From an optimization exercise on the open Yosys and OpenROAD flow, aimed at small area; shortcuts taken in it are not production practice.
Where RTL was checked, it was by simulation tests only, not by an equivalence proof against the original.
Power is estimated from default activity; no workload was simulated.

==> run E: inputs <==
==> flow/design.v <==
module uart_loopback(
    Clk,
    Rst_n,
    uart_rx,
    uart_tx,
    DIO,
    SRCLK,
    RCLK
);
    input  Clk;
    input  Rst_n;
    input  uart_rx;
    output uart_tx;
    output DIO;
    output SRCLK;
    output RCLK;
    reg s1, s2, r1, r2;
    always @(posedge Clk or negedge Rst_n)
        if (!Rst_n) begin
            s1 <= 1'b0; s2 <= 1'b0; r1 <= 1'b0; r2 <= 1'b0;
        end else begin
            s1 <= uart_rx; s2 <= s1; r1 <= s2; r2 <= r1;
        end
    wire nedge = ~r1 & r2;
    reg       rx_on;       
    reg [4:0] rdiv;        
    reg       rtick;       
    reg [7:0] rcnt;        
    reg [2:0] acc;         
    reg [7:0] rsr;         
    reg       bdone;       
    wire r_is12  = (rcnt == 8'd12);
    wire r_is155 = (rcnt == 8'd155);
    wire r_is159 = (rcnt == 8'd159);
    wire acc_hi  = acc[2] | (acc[1] & acc[0]);    
    always @(posedge Clk or negedge Rst_n)
        if (!Rst_n) begin
            rdiv  <= 5'd0;
            rtick <= 1'b0;
            rcnt  <= 8'd0;
            bdone <= 1'b0;
            rx_on <= 1'b0;
        end else begin
            if (rx_on)
                rdiv <= (rdiv == 5'd26) ? 5'd0 : rdiv + 5'd1;
            else
                rdiv <= 5'd0;
            rtick <= (rdiv == 5'd1);
            if (r_is159 | (r_is12 & acc_hi))
                rcnt <= 8'd0;
            else if (rtick)
                rcnt <= rcnt + 8'd1;
            bdone <= r_is159;
            if (nedge)
                rx_on <= 1'b1;
            else if (bdone | (r_is12 & acc_hi) | (r_is155 & ~acc_hi))
                rx_on <= 1'b0;
        end
    always @(posedge Clk)
        if (rtick) begin
            if (rcnt[3:0] == 4'd0) begin
                acc <= 3'd0;
                rsr <= {acc[2], rsr[7:1]};
            end else if (rcnt[3:0] >= 4'd6 && rcnt[3:0] <= 4'd11)
                acc <= acc + {2'b0, s2};
        end
    localparam W0 = 2'd0, W1 = 2'd1, W2 = 2'd2, W3 = 2'd3;   
    reg [1:0]  wst;
    reg [5:0]  wcnt;       
    reg        wdone;
    reg [31:0] dr;
    reg [31:0] data;       
    reg        to_state;
    reg [13:0] tcnt;
    reg        tflag;
    wire t_full = (tcnt == 14'd15190);
    always @(posedge Clk or negedge Rst_n)
        if (!Rst_n) begin
            to_state <= 1'b0;
            tcnt     <= 14'd0;
            tflag    <= 1'b0;
        end else begin
            if (!uart_rx)
                to_state <= 1'b1;
            else if (bdone)
                to_state <= 1'b0;
            if (to_state) begin
                if (bdone)
                    tcnt <= 14'd0;
                else if (!t_full)
                    tcnt <= tcnt + 14'd1;
            end
            if (t_full)
                tflag <= 1'b1;
            else if (wst == W0 || wst == W3)
                tflag <= 1'b0;
        end
    always @(posedge Clk or negedge Rst_n)
        if (!Rst_n) begin
            wst   <= W0;
            wcnt  <= 6'd0;
            wdone <= 1'b0;
            data  <= 32'd0;
        end else begin
            case (wst)
                W0: begin
                    wdone <= 1'b0;
                    if (bdone) begin
                        wst  <= W1;
                        wcnt <= wcnt + 6'd1;
                    end
                end
                W1:
                    if (tflag) begin
                        wst   <= W0;
                        wdone <= 1'b1;
                    end else if (bdone) begin
                        wst  <= W2;
                        wcnt <= wcnt + 6'd1;
                    end
                W2:
                    if (wcnt[5:2] != 4'd0) begin
                        wst   <= W3;
                        wcnt  <= 6'd0;
                        wdone <= 1'b1;
                    end else
                        wst <= W1;
                W3: begin
                    wst   <= W0;
                    wdone <= 1'b0;
                    data  <= dr;
                end
            endcase
        end
    always @(posedge Clk)
        case (wst)
            W0:      dr <= bdone ? {rsr, dr[31:8]} : 32'd0;
            W1:      if (!tflag && bdone) dr <= {rsr, dr[31:8]};
            W3:      dr <= 32'd0;
            default: ;
        endcase
    reg [3:0]  tslot;
    reg [1:0]  tbyte;
    reg [8:0]  ttim;
    reg [15:0] tcp;        
    wire t_last = (tbyte == 2'd3);
    wire t_end  = (tslot == 4'd14) ? (ttim == 9'd5) :
                  (tslot == 4'd8)  ? (t_last ? (ttim == 9'd435) : (ttim == 9'd441)) :
                                     (ttim == 9'd433);
    always @(posedge Clk or negedge Rst_n)
        if (!Rst_n) begin
            tslot <= 4'd13;
            tbyte <= 2'd0;
            ttim  <= 9'd0;
        end else if (tslot == 4'd13) begin
            ttim  <= 9'd0;
            tbyte <= 2'd0;
            if (wdone)
                tslot <= 4'd14;
        end else if (t_end) begin
            ttim <= 9'd0;
            if (tslot == 4'd8) begin
                tslot <= t_last ? 4'd13 : 4'd15;
                tbyte <= tbyte + 2'd1;
            end else
                tslot <= tslot + 4'd1;
        end else
            ttim <= ttim + 9'd1;
    always @(posedge Clk)
        if (tslot == 4'd14)
            tcp <= data[31:16];
    wire [31:0] tword = {tcp, data[15:0]};
    wire        tbit  = tword[{tbyte, tslot[2:0]}];
    assign uart_tx = ~((tslot == 4'd15) | (~tslot[3] & ~tbit));
    reg [5:0]  c6;         
    reg [11:0] hhi;        
    reg [2:0]  which;
    reg        dio_r, srclk_r;
    wire c_lo15 = (c6[3:0] == 4'd15);
    wire h_wrap = (hhi == 12'd3124);
    always @(posedge Clk or negedge Rst_n)
        if (!Rst_n) begin
            c6    <= 6'd0;
            hhi   <= 12'd0;
            which <= 3'd0;
        end else begin
            c6 <= c6 + 6'd1;
            if (c_lo15) begin
                hhi <= h_wrap ? 12'd0 : hhi + 12'd1;
                if (h_wrap)
                    which <= which + 3'd1;
            end
        end
    wire       just_wrapped = (hhi == 12'd0) && (c6[3:0] == 4'd0);
    wire [2:0] wsel = which - {2'b0, just_wrapped};
    wire [31:0] disp = {data[7:0], data[15:8], data[23:16], data[31:24]};
    wire [3:0]  nib  = disp[{wsel, 2'b00} +: 4];
    reg  [7:0]  seg;
    always @(*)
        case (nib)
            4'd0:  seg = 8'b1100_0000;
            4'd1:  seg = 8'b1111_1001;
            4'd2:  seg = 8'b1010_0100;
            4'd3:  seg = 8'b1011_0000;
            4'd4:  seg = 8'b1001_1001;
            4'd5:  seg = 8'b1001_0010;
            4'd6:  seg = 8'b1000_0010;
            4'd7:  seg = 8'b1111_1000;
            4'd8:  seg = 8'b1000_0000;
            4'd9:  seg = 8'b1001_0000;
            4'd10: seg = 8'b1000_1000;
            4'd11: seg = 8'b1000_0011;
            4'd12: seg = 8'b1100_0110;
            4'd13: seg = 8'b1010_0001;
            4'd14: seg = 8'b1000_0110;
            default: seg = 8'b1000_1110;
        endcase
    wire [2:0] pos = ~c6[4:2];
    wire seg_bit = seg[pos];
    wire sel_bit = (wsel == pos);
    wire dio_d   = c6[5] ? sel_bit : seg_bit;
    always @(posedge Clk or negedge Rst_n)
        if (!Rst_n) begin
            dio_r   <= 1'b0;
            srclk_r <= 1'b0;
        end else begin
            if (!c6[1])
                dio_r <= dio_d;
            srclk_r <= c6[1];
        end
    assign DIO   = dio_r;
    assign SRCLK = srclk_r;
    assign RCLK  = (c6 == 6'd1) | (c6 == 6'd2);
endmodule
==> flow/run.sh <==
#!/bin/bash
# synth_recipe.tcl (not shown) runs the flow's synth.tcl, then flattens the netlist and writes it again
# the make line also repeats each setting of config.mk as NAME=value (left out here)
make -C /OpenROAD-flow-scripts/flow DESIGN_CONFIG=/design/flow/config.mk WORK_HOME=/design/flow/orfs CLKGATE_MAP_FILE= SYNTH_SCRIPT=/design/flow/synth_recipe.tcl finish
==> flow/config.mk <==
export PLATFORM = sky130hd
export DESIGN_NAME = uart_loopback
export DESIGN_NICKNAME = uart_loopback
export VERILOG_FILES = /design/flow/design.v
export SDC_FILE = /design/flow/constraint.sdc
export NUM_CORES = 4
export LEC_CHECK = 0
export CAP_MARGIN = 20
export CORE_MARGIN = 2
export CORE_UTILIZATION = 40
export SLEW_MARGIN = 20
==> flow/constraint.sdc <==
create_clock -name core_clock -period 10.0 [get_ports {Clk}]
set_input_delay 2.0000 -clock core_clock [delete_from_list [all_inputs] [get_ports {Clk}]]
set_output_delay 2.0000 -clock core_clock [all_outputs]
set_load 0.01 [all_outputs]
==> inputs of run A, as changes to run E <==
==> flow/design.v, changed modules only <==
module uart_loopback(
    Clk,
    Rst_n,
    uart_rx,
    uart_tx,
    DIO,
    SRCLK,
    RCLK
);
    input  Clk;
    input  Rst_n;
    input  uart_rx;
    output uart_tx;
    output DIO;
    output SRCLK;
    output RCLK;
    reg s1, s2, r1, r2;
    always @(posedge Clk or negedge Rst_n)
        if (!Rst_n) begin
            s1 <= 1'b0; s2 <= 1'b0; r1 <= 1'b0; r2 <= 1'b0;
        end else begin
            s1 <= uart_rx; s2 <= s1; r1 <= s2; r2 <= r1;
        end
    wire nedge = ~r1 & r2;
    reg       rx_on;       
    reg [4:0] rdiv;        
    reg       rtick;       
    reg [7:0] rcnt;        
    reg [2:0] acc;         
    reg [7:0] rsr;         
    reg       bdone;       
    wire r_is12  = (rcnt == 8'd12);
    wire r_is155 = (rcnt == 8'd155);
    wire r_is159 = (rcnt == 8'd159);
    wire acc_hi  = acc[2] | (acc[1] & acc[0]);    
    always @(posedge Clk or negedge Rst_n)
        if (!Rst_n) begin
            rcnt  <= 8'd0;
            rx_on <= 1'b0;
        end else begin
            if (r_is159 | (r_is12 & acc_hi))
                rcnt <= 8'd0;
            else if (rtick)
                rcnt <= rcnt + 8'd1;
            if (nedge)
                rx_on <= 1'b1;
            else if (bdone | (r_is12 & acc_hi) | (r_is155 & ~acc_hi))
                rx_on <= 1'b0;
        end
    always @(posedge Clk) begin
        if (rx_on && rdiv != 5'h13)
            rdiv <= {rdiv[3:0], ~(rdiv[4] ^ rdiv[2])};
        else
            rdiv <= 5'd0;
        rtick <= (rdiv == 5'h01);
        bdone <= r_is159;
    end
    always @(posedge Clk)
        if (rtick) begin
            if (rcnt[3:0] == 4'd0) begin
                acc <= 3'd0;
                rsr <= {acc[2], rsr[7:1]};
            end else if (rcnt[3:0] >= 4'd6 && rcnt[3:0] <= 4'd11)
                acc <= acc + {2'b0, s2};
        end
    localparam WZ = 2'd0, WI = 2'd1, WA = 2'd2, WB = 2'd3;
    reg [1:0]  wst;
    reg [5:0]  wcnt;       
    reg        wdone;
    reg [31:0] dr;
    reg [31:0] data;       
    reg        to_state;
    reg [13:0] tcnt;       
    reg        tflag;
    wire t_full = (tcnt == 14'h3e25);
    always @(posedge Clk or negedge Rst_n)
        if (!Rst_n)
            to_state <= 1'b0;
        else if (!uart_rx)
            to_state <= 1'b1;
        else if (bdone)
            to_state <= 1'b0;
    always @(posedge Clk) begin
        if (!to_state || bdone)
            tcnt <= 14'd0;
        else if (!t_full)
            tcnt <= {tcnt[12:0], ~(tcnt[13] ^ tcnt[1] ^ tcnt[0])};
        if (t_full)
            tflag <= 1'b1;
        else if (!wst[1])
            tflag <= 1'b0;
    end
    always @(posedge Clk or negedge Rst_n)
        if (!Rst_n)
            wst <= WZ;
        else case (wst)
            WZ:      wst <= WI;
            WI:      if (bdone) wst <= WA;
            WA:      if (tflag) wst <= WI; else if (bdone) wst <= WB;
            default: wst <= (wcnt[5:2] != 4'd0) ? WZ : WA;
        endcase
    always @(posedge Clk) begin
        case (wst)
            WZ: begin
                wdone <= 1'b0;
                wcnt  <= 6'd0;
                data  <= dr;
                dr    <= 32'd0;
            end
            WI: begin
                wdone <= 1'b0;
                if (bdone) begin
                    wcnt <= wcnt + 6'd1;
                    dr   <= {rsr, dr[31:8]};
                end else
                    dr   <= 32'd0;
            end
            WA:
                if (tflag)
                    wdone <= 1'b1;
                else if (bdone) begin
                    wcnt <= wcnt + 6'd1;
                    dr   <= {rsr, dr[31:8]};
                end
            default:
                if (wcnt[5:2] != 4'd0)
                    wdone <= 1'b1;
        endcase
    end
    reg [3:0]  tslot;
    reg [1:0]  tbyte;
    reg [8:0]  ttim;       
    reg [15:0] tcp;        
    wire t_last = (tbyte == 2'd3);
    wire t_end  = (tslot == 4'd14) ? ttim[4] :
                  (tslot == 4'd8)  ? (t_last ? (ttim == 9'h0d8) : (ttim == 9'h014)) :
                                     (ttim == 9'h0b6);
    always @(posedge Clk or negedge Rst_n)
        if (!Rst_n)
            tslot <= 4'd13;
        else if (tslot == 4'd13) begin
            if (wdone)
                tslot <= 4'd14;
        end else if (t_end)
            tslot <= (tslot == 4'd8) ? (t_last ? 4'd13 : 4'd15) : tslot + 4'd1;
    always @(posedge Clk)
        if (tslot == 4'd13) begin
            ttim  <= 9'd0;
            tbyte <= 2'd0;
        end else if (t_end) begin
            ttim <= 9'd0;
            if (tslot == 4'd8)
                tbyte <= tbyte + 2'd1;
        end else
            ttim <= {ttim[7:0], ~(ttim[8] ^ ttim[4])};
    always @(posedge Clk)
        if (tslot == 4'd14)
            tcp <= data[31:16];
    wire [31:0] tword = {tcp, data[15:0]};
    wire        tbit  = tword[{tbyte, tslot[2:0]}];
    assign uart_tx = ~((tslot == 4'd15) | (~tslot[3] & ~tbit));
    reg [5:0]  c6;         
    reg [11:0] hhi;        
    reg [2:0]  wsel;       
    reg        wrap_d;
    reg        dio_r, srclk_r;
    wire c_lo15 = (c6[3:0] == 4'd15);
    wire h_wrap = ((hhi & 12'hfee) == 12'hbea);
    always @(posedge Clk or negedge Rst_n)
        if (!Rst_n) begin
            c6   <= 6'd0;
            hhi  <= 12'd0;
            wsel <= 3'd0;
        end else begin
            c6 <= c6 + 6'd1;
            if (c_lo15)
                hhi <= h_wrap ? 12'd0 : {hhi[10:0], ~(hhi[11] ^ hhi[0])};
            if (wrap_d)
                wsel <= wsel + 3'd1;
        end
    always @(posedge Clk)
        wrap_d <= c_lo15 & h_wrap;
    wire [31:0] disp = {data[7:0], data[15:8], data[23:16], data[31:24]};
    wire [3:0]  nib  = disp[{wsel, 2'b00} +: 4];
    reg  [7:0]  seg;
    always @(*)
        case (nib)
            4'd0:  seg = 8'b1100_0000;
            4'd1:  seg = 8'b1111_1001;
            4'd2:  seg = 8'b1010_0100;
            4'd3:  seg = 8'b1011_0000;
            4'd4:  seg = 8'b1001_1001;
            4'd5:  seg = 8'b1001_0010;
            4'd6:  seg = 8'b1000_0010;
            4'd7:  seg = 8'b1111_1000;
            4'd8:  seg = 8'b1000_0000;
            4'd9:  seg = 8'b1001_0000;
            4'd10: seg = 8'b1000_1000;
            4'd11: seg = 8'b1000_0011;
            4'd12: seg = 8'b1100_0110;
            4'd13: seg = 8'b1010_0001;
            4'd14: seg = 8'b1000_0110;
            default: seg = 8'b1000_1110;
        endcase
    wire [2:0] pos = ~c6[4:2];
    wire seg_bit = seg[pos];
    wire sel_bit = (wsel == pos);
    wire dio_d   = c6[5] ? sel_bit : seg_bit;
    always @(posedge Clk or negedge Rst_n)
        if (!Rst_n) begin
            dio_r   <= 1'b0;
            srclk_r <= 1'b0;
        end else begin
            if (!c6[1])
                dio_r <= dio_d;
            srclk_r <= c6[1];
        end
    assign DIO   = dio_r;
    assign SRCLK = srclk_r;
    assign RCLK  = (c6 == 6'd1) | (c6 == 6'd2);
endmodule
==> flow/flow/run.sh (new file) <==
#!/bin/bash
# Standard ORFS layout with a leaner clock tree (no dummy loads, clkbuf_8)
# and minimum-size port buffers. Each tool's output goes to its own log.
set -uo pipefail
export CTS_ARGS="-sink_clustering_enable -repair_clock_nets -dont_use_dummy_load -buf_list sky130_fd_sc_hd__clkbuf_8"
export BUFFER_PORTS_ARGS="-buffer_cell sky130_fd_sc_hd__buf_1"
bash standard.sh > standard_flow.log 2>&1
status=$?
cp -r orfs/logs/*/uart_loopback/base ./orfs_logs 2>/dev/null || true
exit $status
==> flow/standard.sh (new file) <==
#!/bin/bash
# synth_recipe.tcl (not shown) runs the flow's synth.tcl, then flattens the netlist and writes it again
# the make line also repeats each setting of config.mk as NAME=value (left out here)
make -C /OpenROAD-flow-scripts/flow DESIGN_CONFIG=/design/flow/config.mk WORK_HOME=/design/flow/orfs CLKGATE_MAP_FILE= SYNTH_SCRIPT=/design/flow/synth_recipe.tcl "${@:-finish}"
- CAP_MARGIN: 20 -> 0
- CORE_UTILIZATION: 40 -> 60
- SLEW_MARGIN: 20 -> 0
removed: flow/run.sh
==> notes.md <==
metric	run A	run E
Status	no timing/DRC/antenna violations	no timing/DRC/antenna violations
Leakage power	0.00301 µW	0.00396 µW
Switching Fraction	22.7%	23.0%
Routed vias/inst	5.63	5.22
Worst hold-check slack	368 ps	354 ps
Primary FF master, synth	edfxtp_1	dfrtp_1
Insertion delay to the later sink of the worst-skew pair	460 ps	420 ps
Post-synthesis average cell area	13.4 µm²	12.1 µm²
Post-route clock period utilization	46.2%	51.6%
Library cell with the largest summed area after synthesis	edfxtp_1	dfrtp_1
Logic depth of the worst path, buffers included	5	6
R2R setup slack	6620 ps	5650 ps
Final WS setup	5380 ps	4840 ps
Most common cell after layout, fill and taps aside	edfxtp_1	dfrtp_1
GP Congestion	0.816	0.862
Fin crit period	4620 ps	5160 ps
Number of cells in the finished layout apart from fillers	730	992
Share of power burned in the clock network	27.3%	43.2%
Largest net degree at the start of global routing	39	69
Vias after detailed routing	4111	5180
Switching power	299 µW	350 µW
Internal power	1020 µW	1170 µW
Function not checked in run E: the RTL went through the layout flow alone.

## static timing again, ports no longer ideal
How much do the figures lean on ideal ports? The routed layouts below were timed once more, with nothing changed but the port constraints. Step 1 assumes that a clkbuf_16 drives the clock port and a buf_2 every other input. Step 2 times the ports against the registers' clock, not the clock port: input delays grow and output delays shrink by t, the midpoint of the rising clock arrivals with the driver on. Slacks: ideal / step 1 / step 2; pairs: ideal / step 1.
run | t, ns | slack for setup (ns) | pins driven straight from the clock port
run E | 0.462 | 4.844 / 4.800 / 5.262 | 1
run A | 0.476 | 5.377 / 5.342 / 5.818 | 1
After both steps setup and hold are still met in every run listed.
